This design comes from an exercise in tuning for small area, a short achievable clock period and few clock cycles on the open sky130 flow, not from production work.
At most, simulation tests tie the RTL to the original design; equivalence was not proved.
Power is estimated from default activity; no workload was simulated.

// dmc_top
module dmc_top (
    input         clk_i,
    input         rst_n_i,
    input         start_i,
    input         read_i,
    input         write_i,
    input  [31:0] address_i,
    input  [31:0] data_i,
    output [31:0] data_o,
    output        ready_o,
    output        mem_read_o,
    output        mem_write_o,
    output [31:0] mem_address_o,
    output [31:0] mem_data_o,
    input  [31:0] mem_data_i
);
clock: 5.0 ns
lec_check: 0
cap_margin: 20
core_margin: 2
core_utilization: 40
cts_buf_list: sky130_fd_sc_hd__clkbuf_16
cts_cluster_diameter: 70
cts_cluster_size: 30
place_density: 0.75
setup_slack_margin: 2.4
slew_margin: 20
standard.sh (not shown) runs the stock make flow with config.mk's settings and CLKGATE_MAP_FILE= SYNTH_SCRIPT=/design/flow/synth_recipe.tcl, a recipe that flattens the netlist after the stock synthesis.
==> flow/flow/run.sh <==
#!/bin/bash
# The standard layout, with the ports buffered by plain buffers instead of the
# delay cells buffer_ports picks by default.
set -euo pipefail
export BUFFER_PORTS_ARGS="-buffer_cell sky130_fd_sc_hd__buf_2"
bash standard.sh > standard.log 2>&1
Testbench counts at the start, summed over its fixed seeds: cycles 8,771.
Next try:
- PLACE_DENSITY: 0.75 -> unset
- SETUP_SLACK_MARGIN: 2.4 -> 2.3
Effect: Area after synthesis is unchanged; clock-buffer cell count increases by 7; cell count increases by 0.83%; synthesized cell count does not change; die area does not change; worst setup slack loses 0.060 ns; wire length increases by 4.5%; fmax decreases by 2.2%; worst hold slack loses 0.0070 ns; first-iteration DRC count decreases by 13%; via count decreases by 1.6%.
Next try:
==> flow/flow/run.sh (replaced) <==
#!/bin/bash
# The standard layout, with the ports buffered by plain buffers instead of the
# delay cells buffer_ports picks by default.
set -euo pipefail
export BUFFER_PORTS_ARGS="-buffer_cell sky130_fd_sc_hd__buf_4"
bash standard.sh > standard.log 2>&1
- CTS_CLUSTER_DIAMETER: 70 -> 60
- CTS_CLUSTER_SIZE: 30 -> 24
- SETUP_SLACK_MARGIN: 2.3 -> 2.5
Effect: Synthesized cell count stays the same; power climbs by 5.2%; global-route usage grows by 0.71 points; count of clock-buffer cells in the layout is higher by 10; die area is unchanged; sequential power barely changes.
Next try:
==> flow/flow/run.sh (replaced) <==
#!/bin/bash
# The standard layout, with the ports buffered by plain buffers instead of the
# delay cells buffer_ports picks by default.
set -euo pipefail
export BUFFER_PORTS_ARGS="-buffer_cell sky130_fd_sc_hd__buf_2"
bash standard.sh > standard.log 2>&1
- PLACE_DENSITY: unset -> 0.68
Fmax goes up by 2.5%.
Power goes down by 5.9%.
Worst hold slack improves by 0.0092 ns.
Synthesized area is unchanged.
Routed wire length goes down by 5.4%.

========
build 81:
Another version of the RTL of dmc_top (not shown whole).
Size: about 800 flip-flops, about 200 I/O pins, about 31000 um^2 of cells after synthesis.
clock: 5.0 ns
lec_check: 0
cap_margin: 20
core_margin: 2
core_utilization: 40
cts_buf_list: sky130_fd_sc_hd__clkbuf_16
cts_cluster_diameter: 60
cts_cluster_size: 24
setup_slack_margin: 2.0
slew_margin: 20
==> flow/flow/run.sh <==
#!/bin/bash
# The standard layout, with the ports buffered by plain buffers instead of the
# delay cells buffer_ports picks by default.
set -euo pipefail
export BUFFER_PORTS_ARGS="-buffer_cell sky130_fd_sc_hd__buf_4"
bash standard.sh > standard.log 2>&1
> inputs changed (build 81 -> build 54)
- SETUP_SLACK_MARGIN changed from 2.0 to 2.3
==> run notes <==
- Summary: hold slack, build 54 better than build 81
- Relative to build 81, the fmax of build 54 is higher by about 8%.
- Higher critical path depth was reported by build 54, not build 81.
- Build 81 → build 54: layout clock buffer count moved down; number of buffers inserted during clock tree synthesis moved down; cell area after layout moved up; total power consumption of the routed design moved down.
- Relative to build 81, total area of multi-input combinational cells has increased by 4.8% in build 54.
- Number of cell instances on the worst register-to-register path is lower on build 54
What build 27 does differently from build 54 at the input level:
- SETUP_SLACK_MARGIN now 2.1, was 2.3
--- outcome ---
Fraction of area in multi-input gates: build 27 vs build 54, no meaningful difference. Diff build 54 -> build 27: switching share of power -0.20 points, delay contributed by the slowest stage of the critical path down 120 ps, maximum clock path buffer count now sits at about the same level, number of placed instances, taps included decreased 11, maximum fanout along the worst path now sits higher.
No run of this note included a check of the RTL's function; only the layout flow was run.

========
Setup of build 24:
RTL: one of the versions met above, not the one the previous note started from.
Size in the first run: about 1900 cells after synthesis, roughly 800 flip-flops, ~200 I/O pins.
// dmc_top
module dmc_top (
    input         clk_i,
    input         rst_n_i,
    input         start_i,
    input         read_i,
    input         write_i,
    input  [31:0] address_i,
    input  [31:0] data_i,
    output [31:0] data_o,
    output        ready_o,
    output        mem_read_o,
    output        mem_write_o,
    output [31:0] mem_address_o,
    output [31:0] mem_data_o,
    input  [31:0] mem_data_i
);
==> flow/config.mk <==
export PLATFORM = sky130hd
export DESIGN_NAME = dmc_top
export DESIGN_NICKNAME = dmc_top
export VERILOG_FILES = /design/flow/design.v
export SDC_FILE = /design/flow/constraint.sdc
export NUM_CORES = 4
export LEC_CHECK = 0
export CAP_MARGIN = 20
export CORE_MARGIN = 2
export CORE_UTILIZATION = 40
export CTS_BUF_LIST = sky130_fd_sc_hd__clkbuf_16
export CTS_CLUSTER_DIAMETER = 70
export CTS_CLUSTER_SIZE = 30
export PLACE_DENSITY = 0.68
export SETUP_SLACK_MARGIN = 2.4
export SLEW_MARGIN = 20
==> flow/constraint.sdc <==
create_clock -name core_clock -period 5.0 [get_ports {clk_i}]
set_input_delay 1.0000 -clock core_clock [delete_from_list [all_inputs] [get_ports {clk_i}]]
set_output_delay 1.0000 -clock core_clock [all_outputs]
set_load 0.01 [all_outputs]
==> flow/flow/run.sh <==
#!/bin/bash
# The standard layout, with the ports buffered by plain buffers instead of the
# delay cells buffer_ports picks by default.
set -euo pipefail
export BUFFER_PORTS_ARGS="-buffer_cell sky130_fd_sc_hd__buf_2"
bash standard.sh > standard.log 2>&1
Build 24 finished end to end and its layout was clean on timing, DRC and antenna.
Testbench counts of build 24, summed over its fixed seeds: cycles 8,771.
## Diff of input files: build 48 against build 24
# build 24
export LEC_CHECK = 0
export CAP_MARGIN = 20
export CORE_MARGIN = 2
export CORE_UTILIZATION = 40
export CTS_BUF_LIST = sky130_fd_sc_hd__clkbuf_16
export CTS_CLUSTER_DIAMETER = 70
export CTS_CLUSTER_SIZE = 30
export PLACE_DENSITY = 0.68
export SETUP_SLACK_MARGIN = 2.4
export SLEW_MARGIN = 20
create_clock -name core_clock -period 5.0 [get_ports {clk_i}]
# build 48
export LEC_CHECK = 0
export CAP_MARGIN = 20
export CORE_MARGIN = 2
export CORE_UTILIZATION = 40
export CTS_BUF_LIST = sky130_fd_sc_hd__clkbuf_16
export CTS_CLUSTER_DIAMETER = 60
export CTS_CLUSTER_SIZE = 24
export GPL_TIMING_DRIVEN = 0
export PLACE_DENSITY = 0.68
export SETUP_SLACK_MARGIN = 2.4
export SLEW_MARGIN = 20
create_clock -name core_clock -period 5.0 [get_ports {clk_i}]
### Flow results
- Build 48 falls short of build 24 in cell area.
- Detailed-route wire length on metal 1 | build 48 above build 24
- Looking at post-cts gate resize count, build 48 sits about 600% higher than build 24 does.
- Looking at peak fanout along the critical path, build 48 sits 6 below build 24.
- Count of multi-input gates across build 48 and build 24: no real change.
- Register cell area after layout of build 48 is on par with build 24.
- [build 48] count of cells along the worst register-to-register path rose 1 relative to build 24
- Delta (build 48 minus build 24): final count of hold timing violations essentially unchanged; ratio of final minimum period to clock period increased by 5.7 points relative to the old numbers.
- Across both runs, data arrival time of the critical path was higher for build 48 than for build 24.
The inputs of build 39 differ from those of build 48 as listed below.
# build 48
export LEC_CHECK = 0
export CAP_MARGIN = 20
export CORE_MARGIN = 2
export CORE_UTILIZATION = 40
export CTS_BUF_LIST = sky130_fd_sc_hd__clkbuf_16
export CTS_CLUSTER_DIAMETER = 60
export CTS_CLUSTER_SIZE = 24
export GPL_TIMING_DRIVEN = 0
export PLACE_DENSITY = 0.68
export SETUP_SLACK_MARGIN = 2.4
export SLEW_MARGIN = 20
create_clock -name core_clock -period 5.0 [get_ports {clk_i}]
# build 39
export LEC_CHECK = 0
export CAP_MARGIN = 20
export CORE_MARGIN = 2
export CORE_UTILIZATION = 40
export CTS_BUF_LIST = sky130_fd_sc_hd__clkbuf_16
export CTS_CLUSTER_DIAMETER = 70
export CTS_CLUSTER_SIZE = 30
export SETUP_SLACK_MARGIN = 2.3
export SLEW_MARGIN = 20
create_clock -name core_clock -period 5.0 [get_ports {clk_i}]
==> flow/flow/run.sh <==
#!/bin/bash
# The standard layout, with the ports buffered by plain buffers instead of the
# delay cells buffer_ports picks by default.
set -euo pipefail
export BUFFER_PORTS_ARGS="-buffer_cell sky130_fd_sc_hd__buf_4"
bash standard.sh > standard.log 2>&1
==> comparison <==
- Fmax up about 5% in build 39 wrt build 48
- Top layer reached by signal wires: met4 -> build 39, met5 -> build 48
- Side by side, number of standard cells in the final layout excluding fillers turned out lower in build 39 than in build 48.
- Non-clock buffer count for build 39: 159 down relative to build 48
- Of build 39 and build 48, build 39 shows the lower logic depth of the worst path, buffers included, with build 48 above it.
- Cell count of the worst hold path (build 39 over build 48): increase, 1
- Build 39 reports a lower clock network power share than build 48 does.
- Going from build 48 to build 39, first-pass GRT wire length shrank by more than 10%.
- For the number of buffers added for setup after CTS, build 39 came in 37 lower than build 48 did.

-- port drivers added, routing unchanged --
No port has a modelled driver above. Below, the same layouts with a new extraction and two added sets of constraints.
Step 1 assumes that a clkbuf_16 drives the clock port and a buf_2 every other input.
Step 2 adds t to the input delays and takes it off the output delays; t is the mean of the earliest and latest rising clock arrival at the registers after step 1. Input paths then give back, and output paths get back, about the clock's delay inside the block.
Three values: no drivers, after step 1, after step 2; two values: the first two.
| run | t, ns | slack for setup (ns) | worst setup path after step 2 | worst register clock-pin slew, ns |
|---|---|---|---|---|
| the first run of note 1 | 0.643 | 2.296 / 2.256 / 1.717 | input to register | 0.12 / 0.12 |
| the second run of note 1 | 0.681 | 2.236 / 2.204 / 1.671 | input to register | 0.11 / 0.11 |
| the third run of note 1 | 0.704 | 2.308 / 2.239 / 1.730 | input to register | 0.10 / 0.10 |
| the fourth run of note 1 | 0.668 | 2.375 / 2.274 / 1.739 | input to register | 0.10 / 0.10 |
| build 81 | 0.728 | 2.061 / 1.996 / 1.336 | input to register | 0.10 / 0.10 |
| build 54 | 0.707 | 2.287 / 2.138 / 1.432 | input to register | 0.10 / 0.10 |
| build 27 | 0.692 | 2.161 / 2.125 / 1.521 | input to register | 0.10 / 0.10 |
| build 24 | 0.660 | 2.371 / 2.295 / 1.717 | input to register | 0.11 / 0.11 |
| build 48 | 0.695 | 2.083 / 2.023 / 1.493 | input to register | 0.11 / 0.11 |
| build 39 | 0.667 | 2.227 / 2.201 / 1.611 | input to register | 0.11 / 0.11 |
After both steps setup and hold are still met in every run listed. The setup slack of build 54, which loses most, moves by -0.149 ns with the drivers and by -0.855 ns with both steps.
